From an optimization exercise on the open Yosys and OpenROAD flow, aimed at small area and a short achievable clock period; shortcuts taken in it are not production practice. Where RTL was checked, it was by simulation tests only, not by an equivalence proof against the original. Power and IR drop assume default switching activity.

==> flow/design.v (excerpt) <==
module dadda_16_16(mpd_in, mpr_in, op_out, clk);
  input clk;
  input [15:0] mpd_in, mpr_in;
  output [32:0] op_out;
  wire [17:0] ye = {2'b00, mpr_in};
  wire [7:0] e_one, e_two;
  genvar gi, gj;
  generate for (gi = 0; gi < 8; gi = gi + 1) begin : g_enc
    wire ym1 = (gi == 0) ? 1'b0 : ye[2*gi-1];
    assign e_one[gi] = ye[2*gi] ^ ym1;
    assign e_two[gi] = (ye[2*gi+1] & ~ye[2*gi] & ~ym1) | (~ye[2*gi+1] & ye[2*gi] & ym1);
  end endgenerate
  reg [15:0] x;
  reg [7:0] one, two, neg;
  reg [25:0] q0, q1;
  reg [5:0] ql;
  reg qc;
  wire carry_n = w270;
  wire [25:0] r0n, r1n;
  wire [5:0] sln;
  always @(posedge clk) begin
    x <= mpd_in;
    one <= e_one;
    two <= e_two;
    neg <= {mpr_in[15], mpr_in[13], mpr_in[11], mpr_in[9], mpr_in[7], mpr_in[5], mpr_in[3], mpr_in[1]};
    q0 <= r0n;
    q1 <= r1n;
    ql <= sln;
    qc <= carry_n;
  end
  wire [7:0] negn = ~neg;
  wire [16:0] ppn [0:7];
  ...
Size in the first run: about 8100 um^2 of cells after synthesis.
export LEC_CHECK = 0
export CAP_MARGIN = 20
export CORE_MARGIN = 2
export CORE_UTILIZATION = 55
export CTS_BUF_LIST = sky130_fd_sc_hd__clkbuf_4 sky130_fd_sc_hd__clkbuf_8
export SETUP_SLACK_MARGIN = 3.4
export SLEW_MARGIN = 20
export SYNTH_HIERARCHICAL = 1
create_clock -name core_clock -period 7.0 [get_ports {clk}]
standard.sh (not shown) runs the stock make flow with config.mk's settings and CLKGATE_MAP_FILE= SYNTH_SCRIPT=/design/flow/synth_recipe.tcl, a recipe that flattens the netlist after the stock synthesis.
==> flow/flow/run.sh <==
#!/bin/bash
# Standard layout (the standard.sh) with two changes:
#  - after synthesis, flow/post_synth.tcl takes logic cells down to their
#    smallest drive strength (timing repair later sizes up what it needs);
#  - the port buffers are buf_1 cells (sized up by repair where needed).
set -euo pipefail
here=$(pwd)
bash standard.sh POST_SYNTH_TCL=$here/flow/post_synth.tcl \
  "BUFFER_PORTS_ARGS=-buffer_cell sky130_fd_sc_hd__buf_1" finish > $here/standard_flow.log 2>&1
==> flow/flow/post_synth.tcl <==
# After synthesis: take every logic cell down to the smallest drive strength
# of its own kind and drop the buffers synthesis inserted; timing repair in the
# later steps sizes up what the critical paths need.
set n_resized 0
foreach inst [get_cells *] {
  set master [get_property $inst ref_name]
  if {![regexp {^(sky130_fd_sc_hd__[a-z0-9]+)_([0-9]+)$} $master -> base size]} { continue }
  if {[regexp {__(df|dl|sdf|edf|conb|tap|fill|decap|clk)} $base]} { continue }
  set best ""
  set best_area 1e9
  foreach s {0 1 2 4} {
    set lc [get_lib_cells -quiet */${base}_$s]
    if {$lc eq ""} { continue }
    if {[get_property $lc dont_use]} { continue }
    set a [get_property $lc area]
    if {$a < $best_area} { set best_area $a; set best [get_name $lc] }
  }
  if {$best ne "" && $best ne $master} {
    replace_cell $inst $best
    incr n_resized
  }
}
puts "post_synth: resized $n_resized cells"
remove_buffers
Change:
SETUP_SLACK_MARGIN = 3.2   (was 3.4)
Outcome: The new run passed the timing, design-rule and antenna checks. Wire length went down by 0.78%. Final area went down by 1.1%. Clock skew is about the same. Global-route usage barely changes. Area after synthesis is unchanged. Maximum frequency went down by 4.7%. Count of clock-buffer cells in the layout does not change. Setup slack got worse by 170 ps. Core utilization went down by 0.68 points. Sequential power went down by about 2%. Non-clock buffer count went down by 3.
Change:
CORE_UTILIZATION = 65   (was 55)
SETUP_SLACK_MARGIN = 3.4   (was 3.2)
Outcome: The new run passed the timing, design-rule and antenna checks. Hold slack gets worse by 120 ps. Power goes up by 1.4%. Setup slack is better by 150 ps. Sequential power went up by about 1%. Clock-buffer cell count goes down by 1. Combinational power went up by about 3%. Final area rises by 0.59%. Critical path depth increases by 1. Via count rose by about 2%.
Change:
CORE_UTILIZATION = 55   (was 65)
SETUP_SLACK_MARGIN = 3.6   (was 3.4)
- The changed run went through all stages and came out clean
- setup slack loses 24 ps
- worst hold slack improved by 14 ps
- cell area came out higher by 3.3%
- wire length goes up by 7.0%
- global-route usage went down by 3.7 points
- core utilization goes down by 10 points
- non-clock buffer count went up by 3
- sequential share of layout area fell by 0.18 points
- total power went up by about 6%
Change:
CORE_UTILIZATION = 45   (was 55)
SETUP_SLACK_MARGIN = 3.4   (was 3.6)
The new run completed with no timing, DRC or antenna violations.
Sequential power is lower by about 1%.
Routed wire length went down by about 1.6%.
Die area increases by about 21%.
Via count falls by 2.0%.

========
dadda_16_16, a different RTL version from the one above (not shown whole).
Size in the first run: ~780 cells after synthesis, ~66 I/O pins, about 8200 µm² of cells after synthesis.
clock: 7.0 ns
lec_check: 0
cap_margin: 20
core_margin: 2
core_utilization: 55
cts_buf_list: sky130_fd_sc_hd__clkbuf_8 sky130_fd_sc_hd__clkbuf_16
cts_cluster_diameter: 60
cts_cluster_size: 30
setup_slack_margin: 3.65
slew_margin: 20
synth_hierarchical: 1
==> flow/flow/post_synth.tcl <==
# After synthesis: take every logic cell down to the smallest drive strength
# of its own kind and drop the buffers synthesis inserted; timing repair in the
# later steps sizes up what the critical paths need.
set n_resized 0
foreach inst [get_cells *] {
  set master [get_property $inst ref_name]
  if {![regexp {^(sky130_fd_sc_hd__[a-z0-9]+)_([0-9]+)$} $master -> base size]} { continue }
  if {[regexp {__(df|dl|sdf|edf|conb|tap|fill|decap|clk)} $base]} { continue }
  set best ""
  set best_area 1e9
  foreach s {0 1 2 4} {
    set lc [get_lib_cells -quiet */${base}_$s]
    if {$lc eq ""} { continue }
    if {[get_property $lc dont_use]} { continue }
    set a [get_property $lc area]
    if {$a < $best_area} { set best_area $a; set best [get_name $lc] }
  }
  if {$best ne "" && $best ne $master} {
    replace_cell $inst $best
    incr n_resized
  }
}
puts "post_synth: resized $n_resized cells"
remove_buffers
# The first-stage registers each drive a row or column of Booth selectors
# (16-17 loads): give them the strongest flip-flop of their kind.
set n_up 0
foreach inst [get_cells *] {
  if {[regexp {^(x|one|two|neg)\[} [get_name $inst]] && [get_property $inst ref_name] eq "sky130_fd_sc_hd__dfxtp_1"} {
    replace_cell $inst sky130_fd_sc_hd__dfxtp_4
    incr n_up
  }
}
puts "post_synth: upsized $n_up first-stage flip-flops"
Scripts as last shown in full above: flow/flow/run.sh
The starting point finished clean.
Edit:
Settings changed: SETUP_SLACK_MARGIN 3.65 to 3.5.
First-iteration DRC count came out lower by 2.6%.
Worst setup slack got worse by 4.4 ps.
Cell area came out lower by 2.5%.
Clock power hardly moves.
Final cell count shrinks by 1.7%.
Power decreases by 3.1%.
Sequential share of layout area came out higher by 0.52 points.
Non-clock buffer count shrinks by 18.
Edit:
Settings changed: SETUP_SLACK_MARGIN 3.5 to 3.75.
After rerunning:
- The changed run completed without violations
- worst setup slack improved by 6.6 ps
- synthesized area does not change
- maximum frequency is about the same
- routed wire length rose by 3.5%
- core utilization climbs by 3.4 points
- count of clock-buffer cells in the layout does not change
- power goes up by 4.6%
Function was not checked in any run of this note: the RTL went through the layout flow alone.

separate check: timing with driven ports:
In the flow no input, the clock included, has a driving cell. The finished layouts below were timed again as built, in two steps. Step 1: set_driving_cell puts a clkbuf_16 on clk and a buf_2 on each other input, an assumption about the parent block. Step 2, shift: input delay + t, output delay - t, t = (earliest + latest rising clock arrival at the registers) / 2. This alone moves slack from input paths to output paths. Three values: no drivers, after step 1, after step 2; two values: the first two.
run	shift t [ns]	setup slack, ns	slew at the worst register clock pin (ns)	worst slew at a driven data input, ns
the first run of note 1	0.415	3.535 / 3.497 / 3.612	0.11 / 0.11	0.03
the second run of note 1	0.419	3.365 / 3.327 / 3.377	0.11 / 0.11	0.03
the third run of note 1	0.421	3.517 / 3.480 / 3.584	0.11 / 0.11	0.04
the fourth run of note 1	0.429	3.494 / 3.456 / 3.695	0.12 / 0.12	0.03
the fifth run of note 1	0.430	3.498 / 3.459 / 3.528	0.11 / 0.11	0.04
the first run of note 2	0.392	3.605 / 3.562 / 3.808	0.08 / 0.08	0.04
the second run of note 2	0.391	3.600 / 3.558 / 3.742	0.08 / 0.08	0.04
the third run of note 2	0.393	3.607 / 3.564 / 3.824	0.08 / 0.08	0.04
After both steps every run listed still meets setup and hold.
